Background: an optimization exercise with open tools, aiming at small area, a short achievable clock period and few clock cycles. Do not read the settings as production practice. At most, simulation tests tie the RTL to the original design; equivalence was not proved.

// MyDesign
module MyDesign (
  input  wire        dut_run,
  output reg         dut_busy,
  input  wire        reset_b,
  input  wire        clk,
  output wire        input_sram_write_enable,
  output wire [11:0] input_sram_write_addresss,
  output wire [15:0] input_sram_write_data,
  output reg  [11:0] input_sram_read_address,
  input  wire [15:0] input_sram_read_data,
  output reg         output_sram_write_enable,
  output reg  [11:0] output_sram_write_addresss,
  output reg  [15:0] output_sram_write_data,
  output wire [11:0] output_sram_read_address,
  input  wire [15:0] output_sram_read_data,
  output wire        scratchpad_sram_write_enable,
  output wire [11:0] scratchpad_sram_write_addresss,
  output wire [15:0] scratchpad_sram_write_data,
  output wire [11:0] scratchpad_sram_read_address,
  input  wire [15:0] scratchpad_sram_read_data,
  output wire        weights_sram_write_enable,
  output wire [11:0] weights_sram_write_addresss,
  output wire [15:0] weights_sram_write_data,
  output wire [11:0] weights_sram_read_address,
  input  wire [15:0] weights_sram_read_data
);
  assign input_sram_write_enable = 1'b0;
  assign input_sram_write_addresss = 12'd0;
  assign input_sram_write_data = 16'd0;
  assign output_sram_read_address = 12'd0;
  assign scratchpad_sram_write_enable = 1'b0;
  assign scratchpad_sram_write_addresss = 12'd0;
  ...
For scale: roughly 2900 cells after synthesis, roughly 530 flip-flops, ~0.033 mm² of cells after synthesis.
==> flow/config.mk <==
export PLATFORM = sky130hd
export DESIGN_NAME = MyDesign
export DESIGN_NICKNAME = MyDesign
export VERILOG_FILES = /design/flow/design.v
export SDC_FILE = /design/flow/constraint.sdc
export NUM_CORES = 4
export LEC_CHECK = 0
export CAP_MARGIN = 20
export CORE_MARGIN = 2
export CORE_UTILIZATION = 40
export PLACE_DENSITY = 0.6
export SETUP_SLACK_MARGIN = 4.5
export SLEW_MARGIN = 20
==> flow/constraint.sdc <==
create_clock -name core_clock -period 8.5 [get_ports {clk}]
set_input_delay 1.7000 -clock core_clock [delete_from_list [all_inputs] [get_ports {clk}]]
set_output_delay 1.7000 -clock core_clock [all_outputs]
set_load 0.01 [all_outputs]
run.sh (not shown) runs the stock make flow with config.mk's settings and CLKGATE_MAP_FILE= SYNTH_SCRIPT=/design/flow/synth_recipe.tcl, a recipe that flattens the netlist after the stock synthesis.
Next try:
- SETUP_SLACK_MARGIN: 4.5 -> 5.0
=> Fmax is higher by 3.7%. Core utilization is higher by 2.8 points. Routed wire length is higher by 10%. Synthesized area does not change. Cell count is higher by 4.6%. Count of clock-buffer cells in the layout is higher by 3. Design area is higher by 6.4%.
No functional check of the RTL was part of any run of this note.

MyDesign, a different RTL version from the one above (not shown whole).
Size: roughly 2900 cells after synthesis, about 230 I/O pins, ~0.034 sq mm of cells after synthesis.
make LEC_CHECK=0 CAP_MARGIN=20 CORE_MARGIN=2 CORE_UTILIZATION=40 PLACE_DENSITY=0.6 SETUP_SLACK_MARGIN=4.5 SLEW_MARGIN=20 finish   # period 8.5 ns
The starting point finished clean.
==> next run, changes <==
Settings changed: SETUP_SLACK_MARGIN 4.5 to 5.0.
After rerunning:
- final cell count climbs by a few percent
- clock-buffer cell count drops by 2
- routed wire length climbs by a few percent
- final area climbs by a few percent
- register-to-register slack improved by 0.05 ns
- hold slack is about the same
Function was not checked in any run of this note: the RTL went through the layout flow alone.

== job 5826 ==
MyDesign, a different RTL version from the one above (not shown whole).
Size: ~3000 cells after synthesis, about 230 I/O pins.
// MyDesign
module MyDesign (
  input  wire        dut_run,
  output reg         dut_busy,
  input  wire        reset_b,
  input  wire        clk,
  output wire        input_sram_write_enable,
  output wire [11:0] input_sram_write_addresss,
  output wire [15:0] input_sram_write_data,
  output reg  [11:0] input_sram_read_address,
  input  wire [15:0] input_sram_read_data,
  output reg         output_sram_write_enable,
  output reg  [11:0] output_sram_write_addresss,
  output reg  [15:0] output_sram_write_data,
  output wire [11:0] output_sram_read_address,
  input  wire [15:0] output_sram_read_data,
  output wire        scratchpad_sram_write_enable,
  output wire [11:0] scratchpad_sram_write_addresss,
  output wire [15:0] scratchpad_sram_write_data,
  output wire [11:0] scratchpad_sram_read_address,
  input  wire [15:0] scratchpad_sram_read_data,
  output wire        weights_sram_write_enable,
  output wire [11:0] weights_sram_write_addresss,
  output wire [15:0] weights_sram_write_data,
  output wire [11:0] weights_sram_read_address,
  input  wire [15:0] weights_sram_read_data
);
==> flow/config.mk <==
export PLATFORM = sky130hd
export DESIGN_NAME = MyDesign
export DESIGN_NICKNAME = MyDesign
export VERILOG_FILES = /design/flow/design.v
export SDC_FILE = /design/flow/constraint.sdc
export NUM_CORES = 4
export LEC_CHECK = 0
export CAP_MARGIN = 20
export CORE_MARGIN = 2
export CORE_UTILIZATION = 40
export CTS_CLUSTER_DIAMETER = 60
export CTS_CLUSTER_SIZE = 30
export PLACE_DENSITY = 0.6
export SETUP_SLACK_MARGIN = 4.6
export SLEW_MARGIN = 20
==> flow/constraint.sdc <==
create_clock -name core_clock -period 8.5 [get_ports {clk}]
set_input_delay 1.7000 -clock core_clock [delete_from_list [all_inputs] [get_ports {clk}]]
set_output_delay 1.7000 -clock core_clock [all_outputs]
set_load 0.01 [all_outputs]
Job 5826: full flow OK, the timing, DRC and antenna checks passed
Testbench counts of job 5826, summed over its fixed seeds: cycles 100,730.
Input-level comparison between job 8345 and job 5826:
# job 5826
export LEC_CHECK = 0
export CAP_MARGIN = 20
export CORE_MARGIN = 2
export CORE_UTILIZATION = 40
export CTS_CLUSTER_DIAMETER = 60
export CTS_CLUSTER_SIZE = 30
export PLACE_DENSITY = 0.6
export SETUP_SLACK_MARGIN = 4.6
export SLEW_MARGIN = 20
create_clock -name core_clock -period 8.5 [get_ports {clk}]
# job 8345
export LEC_CHECK = 0
export CAP_MARGIN = 20
export CORE_MARGIN = 2
export CORE_UTILIZATION = 40
export CTS_CLUSTER_DIAMETER = 60
export CTS_CLUSTER_SIZE = 30
export PLACE_DENSITY = 0.6
export SETUP_SLACK_MARGIN = 4.9
export SLEW_MARGIN = 20
create_clock -name core_clock -period 8.5 [get_ports {clk}]
==> run summary <==
- Timing, DRC, antenna: 0 failures across job 8345 and job 5826
- Job 5826 → job 8345: routed wire length rose by 2500 um; post-cts sizing count went up 38; count of non-CTS buffers in the layout moved up.
- Capturing element of the worst setup path: cs1_1[9] -> job 8345, cs0_1[10] -> job 5826
Changes in job 8906 relative to job 8345:
# job 8345
export LEC_CHECK = 0
export CAP_MARGIN = 20
export CORE_MARGIN = 2
export CORE_UTILIZATION = 40
export CTS_CLUSTER_DIAMETER = 60
export CTS_CLUSTER_SIZE = 30
export PLACE_DENSITY = 0.6
export SETUP_SLACK_MARGIN = 4.9
export SLEW_MARGIN = 20
create_clock -name core_clock -period 8.5 [get_ports {clk}]
# job 8906
export LEC_CHECK = 0
export CAP_MARGIN = 20
export CORE_MARGIN = 2
export CORE_UTILIZATION = 40
export CTS_CLUSTER_DIAMETER = 50
export CTS_CLUSTER_SIZE = 40
export PLACE_DENSITY = 0.6
export SETUP_SLACK_MARGIN = 4.75
export SLEW_MARGIN = 20
create_clock -name core_clock -period 8.5 [get_ports {clk}]
[summary]
Sort job 8345 and job 8906 by met2 wirelength from detailed routing, ascending, and job 8906 comes first. Against job 8345, job 8906 comes in 0.03 ns higher on later-pin clock latency in the skew report. Job 8906 — met3 wire length 420 um higher, job 8345 as reference. The global-route usage over all layers of job 8906 is lower than that of job 8345. Any difference in sequential fraction of total cell area between job 8345 and job 8906 is small enough to ignore. Multi-input gate share of total cell area was higher in job 8345 than in job 8906. Between job 8345 and job 8906, the flow reports total non-filler cell area in the finished layout decreasing slightly.
Changes in job 4921 relative to job 8906:
# job 8906
export LEC_CHECK = 0
export CAP_MARGIN = 20
export CORE_MARGIN = 2
export CORE_UTILIZATION = 40
export CTS_CLUSTER_DIAMETER = 50
export CTS_CLUSTER_SIZE = 40
export PLACE_DENSITY = 0.6
export SETUP_SLACK_MARGIN = 4.75
export SLEW_MARGIN = 20
create_clock -name core_clock -period 8.5 [get_ports {clk}]
# job 4921
export LEC_CHECK = 0
export ABC_AREA = 1
export CAP_MARGIN = 20
export CORE_MARGIN = 2
export CORE_UTILIZATION = 40
export CTS_CLUSTER_DIAMETER = 60
export CTS_CLUSTER_SIZE = 30
export PLACE_DENSITY = 0.6
export SETUP_SLACK_MARGIN = 4.9
export SLEW_MARGIN = 20
create_clock -name core_clock -period 8.5 [get_ports {clk}]
Results
Every stage of the flow completed for job 4921, and the final layout passed the timing, DRC and antenna checks. Synthesized cell count, job 4921 vs job 8906: up by more than 10%. Between job 8906 and job 4921, the register fraction of the total cell area does not differ in any meaningful way. Higher multi-input logic area goes to job 8906 over job 4921. On number of clock buffers inserted by TritonCTS: job 4921 sits below job 8906.
Input-level comparison between job 458 and job 4921:
# job 4921
export LEC_CHECK = 0
export ABC_AREA = 1
export CAP_MARGIN = 20
export CORE_MARGIN = 2
export CORE_UTILIZATION = 40
export CTS_CLUSTER_DIAMETER = 60
export CTS_CLUSTER_SIZE = 30
export PLACE_DENSITY = 0.6
export SETUP_SLACK_MARGIN = 4.9
export SLEW_MARGIN = 20
create_clock -name core_clock -period 8.5 [get_ports {clk}]
# job 458
export LEC_CHECK = 0
export CAP_MARGIN = 20
export CORE_MARGIN = 2
export CORE_UTILIZATION = 40
export PLACE_DENSITY = 0.6
export SETUP_SLACK_MARGIN = 5.0
export SLEW_MARGIN = 20
create_clock -name core_clock -period 8.5 [get_ports {clk}]
==> comparison <==
Total iterations of the first detailed-routing run in job 458 is 1 higher than in job 4921. Summary of job 458 over job 4921: synthesized-area fraction occupied by xor and xnor cells up 0.92 points.
Relative to job 458, the following input files were edited for job 1049:
# job 458
export LEC_CHECK = 0
export CAP_MARGIN = 20
export CORE_MARGIN = 2
export CORE_UTILIZATION = 40
export PLACE_DENSITY = 0.6
export SETUP_SLACK_MARGIN = 5.0
export SLEW_MARGIN = 20
create_clock -name core_clock -period 8.5 [get_ports {clk}]
# job 1049
export LEC_CHECK = 0
export CAP_MARGIN = 20
export CORE_MARGIN = 2
export CORE_UTILIZATION = 40
export CTS_CLUSTER_DIAMETER = 45
export CTS_CLUSTER_SIZE = 50
export PLACE_DENSITY = 0.6
export SETUP_SLACK_MARGIN = 4.75
export SLEW_MARGIN = 20
create_clock -name core_clock -period 8.5 [get_ports {clk}]
Findings:
Per the comparison of job 1049 with job 458, wire length of the first global-routing pass fell by 3.0%; area of the multi-input gates fell by 4.1%; routed length per placed instance fell by 2.1%; maximum frequency fell by about 2.6%; synthesized area stayed essentially flat.

## what the ideal ports hide
How much do the figures lean on ideal ports? The routed layouts below were timed once more, with nothing changed but the port constraints. Step 1, drivers: a clkbuf_16 drives clk and a buf_2 each remaining input, both assumed. Step 2 also shifts input and output timing later by t, the mid clock arrival at the registers, as if the neighbouring blocks saw the same clock. a / b / c = no drivers / after step 1 / after step 2; a / b = the first two.
| run | shift t [ns] | setup WS [ns] | hold WS [ns] | latest minus earliest clock arrival (ns) | slew at the worst register clock pin (ns) |
|---|---|---|---|---|---|
| the first run of note 1 | 0.685 | 4.463 / 4.463 / 4.433 | 0.303 / 0.303 / 0.303 | 0.059 / 0.060 | 0.07 / 0.07 |
| the second run of note 1 | 0.686 | 4.609 / 4.609 / 4.525 | 0.314 / 0.314 / 0.314 | 0.044 / 0.045 | 0.07 / 0.07 |
| the first run of note 2 | 0.672 | 4.525 / 4.525 / 4.034 | 0.321 / 0.321 / 0.321 | 0.057 / 0.057 | 0.07 / 0.07 |
| the second run of note 2 | 0.684 | 4.572 / 4.572 / 4.416 | 0.321 / 0.321 / 0.321 | 0.019 / 0.019 | 0.07 / 0.07 |
| job 5826 | 0.680 | 4.740 / 4.740 / 4.370 | 0.330 / 0.330 / 0.330 | 0.068 / 0.068 | 0.11 / 0.11 |
| job 8345 | 0.681 | 4.937 / 4.899 / 4.358 | 0.330 / 0.330 / 0.330 | 0.067 / 0.066 | 0.11 / 0.11 |
| job 8906 | 0.703 | 4.848 / 4.848 / 4.387 | 0.324 / 0.324 / 0.324 | 0.088 / 0.088 | 0.09 / 0.09 |
| job 4921 | 0.680 | 4.917 / 4.917 / 4.544 | 0.320 / 0.320 / 0.320 | 0.059 / 0.059 | 0.11 / 0.11 |
| job 458 | 0.716 | 4.913 / 4.913 / 4.564 | 0.325 / 0.325 / 0.325 | 0.067 / 0.067 | 0.08 / 0.08 |
| job 1049 | 0.684 | 4.819 / 4.819 / 4.321 | 0.320 / 0.320 / 0.320 | 0.042 / 0.041 | 0.07 / 0.07 |
After both steps every run listed still meets setup and hold. For job 8345, which loses most, drivers alone change the setup slack by -0.038 ns; drivers and shift together by -0.579 ns.
